From an optimization exercise on the open Yosys and OpenROAD flow, aimed at small area; shortcuts taken in it are not production practice.
Only simulation tests tie the RTL to the original design; equivalence was not proved.
Power and IR drop assume default switching activity.

## CLOCK_TOP
module CLOCK_TOP(
   input        CLK50M, KEY1, KEY2, KEY3, SW0, SW1, SW2, SW3, SW4, SW5, KNOCK, SENSOR, ROT_A, ROT_B,
   output [6:0] SEG0, SEG1, SEG2, SEG3, SEG4, SEG5, SEG6, SEG7,
   output [17:0] LED,
   output       BUZ_OUT);
Size in the first run: roughly 1400 cells after synthesis, roughly 89 I/O pins, about 0.013 mm^2 of cells after synthesis.
export LEC_CHECK = 0
export CAP_MARGIN = 20
export CORE_MARGIN = 2
export CORE_UTILIZATION = 80
export PLACE_DENSITY = 0.9
export SLEW_MARGIN = 20
create_clock -name core_clock -period 20.0 [get_ports {CLK50M}]
standard.sh (not shown) runs the stock make flow with config.mk's settings and CLKGATE_MAP_FILE= SYNTH_SCRIPT=/design/flow/synth_recipe.tcl, a recipe that flattens the netlist after the stock synthesis.
==> flow/flow/run.sh <==
#!/bin/bash
# The standard layout (standard.sh, ORFS) with these changes:
#  - synthesis: flow/synth.tcl, the standard script with ABC mapping by flow/area.abc, and
#    no adder extraction (ADDER_MAP_FILE empty), so adders are mapped by ABC as plain logic;
#  - port buffers use sky130_fd_sc_hd__buf_1 (every input and output port still gets one);
#  - clock tree synthesis with clkbuf_4 only, sink clusters of at most 9 within 35 um,
#    and no dummy loads.
# make's full output goes to standard.log in this folder; ORFS keeps each step's log under
# orfs/logs/.
set -euo pipefail
here=$(pwd)
export MY_ABC_SCRIPT="$here/flow/area.abc"
export BUFFER_PORTS_ARGS="-buffer_cell sky130_fd_sc_hd__buf_1"
export CTS_ARGS="-sink_clustering_enable -repair_clock_nets -buf_list {sky130_fd_sc_hd__clkbuf_4} -sink_clustering_size 9 -sink_clustering_max_diameter 35 -dont_use_dummy_load"
bash standard.sh "SYNTH_SCRIPT=$here/flow/synth.tcl" "ADDER_MAP_FILE=" \
  "BUFFER_PORTS_ARGS=$BUFFER_PORTS_ARGS" "CTS_ARGS=$CTS_ARGS" finish > standard.log 2>&1
==> flow/flow/area.abc <==
strash
dc2
strash
dch -f
amap
==> flow/flow/synth.tcl <==
# synth_recipe.tcl (the standard synthesis) with one change: the ABC technology mapping uses
# the area-oriented script in area.abc (via $MY_ABC_SCRIPT) instead of ORFS's abc_speed
# script. Liberty, dont_use cells and constraints are passed to ABC unchanged. Registers are
# mapped by dfflibmap before ABC runs, so they are the standard synthesis's.
proc synth {args} { yosys synth -nofsm -noshare {*}$args }
proc abc {args} {
  set keep {}
  set skip 0
  foreach a $args {
    if { $skip } { set skip 0; continue }
    if { $a eq "-script" } { set skip 1; continue }
    lappend keep $a
  }
  lappend keep -script $::env(MY_ABC_SCRIPT)
  yosys abc {*}$keep
}
source $::env(SCRIPTS_DIR)/synth.tcl
# left out here: clear keep_hierarchy, flatten, clean up, hide names made inside functions, write 1_2_yosys.v
The baseline ran to the end with no violations.
Then changed:
==> flow/run.sh (new file) <==
#!/bin/bash
# synth_recipe.tcl (not shown) runs the flow's synth.tcl, then flattens the netlist and writes it again
# the make line also repeats each setting of config.mk as NAME=value (left out here)
make -C /OpenROAD-flow-scripts/flow DESIGN_CONFIG=/design/flow/config.mk WORK_HOME=/design/flow/orfs CLKGATE_MAP_FILE= SYNTH_SCRIPT=/design/flow/synth_recipe.tcl finish
- CTS_BUF_LIST: unset -> sky130_fd_sc_hd__clkbuf_4 sky130_fd_sc_hd__clkbuf_8
- CTS_CLUSTER_DIAMETER: unset -> 45
- CTS_CLUSTER_SIZE: unset -> 14
removed: flow/flow/run.sh
removed: flow/flow/area.abc
removed: flow/flow/synth.tcl
removed: flow/standard.sh
=> The changed run produced a clean layout; cell count went up slightly; critical path depth is lower by 2; cell area goes up by about a fifth; wire length rises by a quarter to a third; synthesized cell count grows by a few percent; power came out higher by about a fifth; non-clock buffer count went down by 2; core utilization is higher by 3.4 points; setup slack is worse by 0.40 ns; die area increases by roughly a tenth.
Then changed:
==> flow/flow/run.sh (new file) <==
#!/bin/bash
set -euo pipefail
export BUFFER_PORTS_ARGS="-buffer_cell sky130_fd_sc_hd__buf_1"
export CTS_ARGS="-sink_clustering_enable -repair_clock_nets -buf_list {sky130_fd_sc_hd__clkbuf_4 sky130_fd_sc_hd__clkbuf_8} -sink_clustering_size 20 -sink_clustering_max_diameter 60 -dont_use_dummy_load"
bash standard.sh "BUFFER_PORTS_ARGS=$BUFFER_PORTS_ARGS" "CTS_ARGS=$CTS_ARGS" finish > standard.log 2>&1
==> flow/standard.sh (new file) <==
#!/bin/bash
# synth_recipe.tcl (not shown) runs the flow's synth.tcl, then flattens the netlist and writes it again
# the make line also repeats each setting of config.mk as NAME=value (left out here)
make -C /OpenROAD-flow-scripts/flow DESIGN_CONFIG=/design/flow/config.mk WORK_HOME=/design/flow/orfs CLKGATE_MAP_FILE= SYNTH_SCRIPT=/design/flow/synth_recipe.tcl "${@:-finish}"
- CTS_BUF_LIST: sky130_fd_sc_hd__clkbuf_4 sky130_fd_sc_hd__clkbuf_8 -> unset
- CTS_CLUSTER_DIAMETER: 45 -> unset
- CTS_CLUSTER_SIZE: 14 -> unset
removed: flow/run.sh
The new run went through all stages and came out clean.
Worst hold slack improved by 0.030 ns.
Power is lower by about a fifth.
Cell count decreases slightly.
Via count drops by roughly a tenth.
Clock skew came out higher by 0.024 ns.
Clock-buffer cell count goes down by 16.
Sequential cell count is unchanged.

---

Setup of harbor:
CLOCK_TOP again, from the RTL that the note above started with.
clock: 20.0 ns
lec_check: 0
cap_margin: 20
core_margin: 2
core_utilization: 80
place_density: 0.9
slew_margin: 20
==> flow/flow/run.sh <==
#!/bin/bash
# The standard layout (standard.sh, ORFS) with these changes:
#  - synthesis: flow/synth.tcl, the standard script with ABC mapping by flow/area.abc, and
#    no adder extraction (ADDER_MAP_FILE empty), so adders are mapped by ABC as plain logic;
#  - port buffers use sky130_fd_sc_hd__buf_1 (every input and output port still gets one);
#  - clock tree synthesis with clkbuf_4/clkbuf_8, sink clusters of at most 14 within 45 um,
#    and no dummy loads.
# make's full output goes to standard.log in this folder; ORFS keeps each step's log under
# orfs/logs/.
set -euo pipefail
here=$(pwd)
export MY_ABC_SCRIPT="$here/flow/area.abc"
export BUFFER_PORTS_ARGS="-buffer_cell sky130_fd_sc_hd__buf_1"
export CTS_ARGS="-sink_clustering_enable -repair_clock_nets -buf_list {sky130_fd_sc_hd__clkbuf_4} -sink_clustering_size 12 -sink_clustering_max_diameter 40 -dont_use_dummy_load"
bash standard.sh "SYNTH_SCRIPT=$here/flow/synth.tcl" "ADDER_MAP_FILE=" \
  "BUFFER_PORTS_ARGS=$BUFFER_PORTS_ARGS" "CTS_ARGS=$CTS_ARGS" finish > standard.log 2>&1
==> flow/flow/area.abc <==
strash
dc2
strash
dch -f
amap
==> flow/flow/synth.tcl <==
# synth_recipe.tcl (the standard synthesis) with one change: the ABC technology mapping uses
# the area-oriented script in area.abc (via $MY_ABC_SCRIPT) instead of ORFS's abc_speed
# script. Liberty, dont_use cells and constraints are passed to ABC unchanged. Registers are
# mapped by dfflibmap before ABC runs, so they are the standard synthesis's.
proc synth {args} { yosys synth -nofsm -noshare {*}$args }
proc abc {args} {
  set keep {}
  set skip 0
  foreach a $args {
    if { $skip } { set skip 0; continue }
    if { $a eq "-script" } { set skip 1; continue }
    lappend keep $a
  }
  lappend keep -script $::env(MY_ABC_SCRIPT)
  yosys abc {*}$keep
}
source $::env(SCRIPTS_DIR)/synth.tcl
# left out here: clear keep_hierarchy, flatten, clean up, hide names made inside functions, write 1_2_yosys.v
Changes in yarrow relative to harbor:
Settings: swapping 0.9 for 0.75 in PLACE_DENSITY; swapping 80 for 60 in CORE_UTILIZATION.
-- flow/flow/run.sh --
<<< harbor, line 13
export BUFFER_PORTS_ARGS="-buffer_cell sky130_fd_sc_hd__buf_1"
export CTS_ARGS="-sink_clustering_enable -repair_clock_nets -buf_list {sky130_fd_sc_hd__clkbuf_4} -sink_clustering_size 12 -sink_clustering_max_diameter 40 -dont_use_dummy_load"
bash standard.sh "SYNTH_SCRIPT=$here/flow/synth.tcl" "ADDER_MAP_FILE=" \
>>> yarrow, line 13
export BUFFER_PORTS_ARGS="-buffer_cell sky130_fd_sc_hd__buf_1"
export CTS_ARGS="-sink_clustering_enable -repair_clock_nets -buf_list {sky130_fd_sc_hd__clkbuf_2 sky130_fd_sc_hd__clkbuf_4 sky130_fd_sc_hd__clkbuf_8} -sink_clustering_size 10 -sink_clustering_max_diameter 40 -dont_use_dummy_load"
bash standard.sh "SYNTH_SCRIPT=$here/flow/synth.tcl" "ADDER_MAP_FILE=" \
==> results.txt <==
- Die area, yarrow vs harbor: up by more than a quarter
- [compare] base=harbor new=yarrow: core outline area increased about 33%, power share of the clock group now sits higher.
Inputs modified between yarrow and nickel:
Settings: changing PLACE_DENSITY from 0.75 to 0.9; changing CORE_UTILIZATION from 60 to 80.
-- flow/flow/run.sh --
<<< yarrow, line 13
export BUFFER_PORTS_ARGS="-buffer_cell sky130_fd_sc_hd__buf_1"
export CTS_ARGS="-sink_clustering_enable -repair_clock_nets -buf_list {sky130_fd_sc_hd__clkbuf_2 sky130_fd_sc_hd__clkbuf_4 sky130_fd_sc_hd__clkbuf_8} -sink_clustering_size 10 -sink_clustering_max_diameter 40 -dont_use_dummy_load"
bash standard.sh "SYNTH_SCRIPT=$here/flow/synth.tcl" "ADDER_MAP_FILE=" \
>>> nickel, line 13
export BUFFER_PORTS_ARGS="-buffer_cell sky130_fd_sc_hd__buf_1"
export CTS_ARGS="-sink_clustering_enable -repair_clock_nets -buf_list {sky130_fd_sc_hd__clkbuf_4} -sink_clustering_size 9 -sink_clustering_max_diameter 35 -dont_use_dummy_load"
bash standard.sh "SYNTH_SCRIPT=$here/flow/synth.tcl" "ADDER_MAP_FILE=" \
--- outcome ---
Both conditions hold for nickel: the flow ran to the end and the final layout passed the timing, DRC and antenna checks. On global-route usage: between nickel and yarrow, it ends up lower for yarrow. In terms of share of synthesized registers carrying an async set or reset, nickel and yarrow differ only marginally. Going from yarrow to nickel, fraction of power consumed by sequential logic +7.5 points; number of inserted diodes +1; cell count -59; mapped cell area ~0 delta. nickel has total power density per cell area below what yarrow had.

-- static timing again, ports no longer ideal --
The flow's constraints put no driver on any port. The routed layouts listed below were extracted and timed again, unchanged, in two steps. Step 1 (the two cells are an assumption about what drives the block):
set clk [get_ports {CLK50M}]
set_driving_cell -lib_cell sky130_fd_sc_hd__clkbuf_16 $clk
set_driving_cell -lib_cell sky130_fd_sc_hd__buf_2 [delete_from_list [all_inputs] $clk]
Step 2 moves the port delays by t, midway between the first and last clock arrival at a register: inputs arrive t later, outputs are due t later. That takes back most of the time a late clock gives input paths. a / b / c = ideal ports / drivers / drivers and shift; a / b = the first two.
run | t, ns | setup WS [ns] | worst setup path at the end | clock arrival spread, ns | worst register clock-pin slew, ns
the first run of note 1 | 0.670 | 12.690 / 12.645 / 13.315 | register to output | 0.060 / 0.060 | 0.10 / 0.10
the second run of note 1 | 0.623 | 12.288 / 12.243 / 12.865 | register to output | 0.041 / 0.041 | 0.10 / 0.10
the third run of note 1 | 0.574 | 12.642 / 12.601 / 13.175 | register to output | 0.064 / 0.064 | 0.12 / 0.12
harbor | 0.669 | 12.697 / 12.655 / 13.324 | register to output | 0.060 / 0.060 | 0.12 / 0.12
yarrow | 0.559 | 12.106 / 12.062 / 12.621 | register to output | 0.058 / 0.059 | 0.07 / 0.07
nickel | 0.670 | 12.690 / 12.645 / 13.315 | register to output | 0.060 / 0.060 | 0.10 / 0.10
After both steps setup and hold are still met in every run listed.
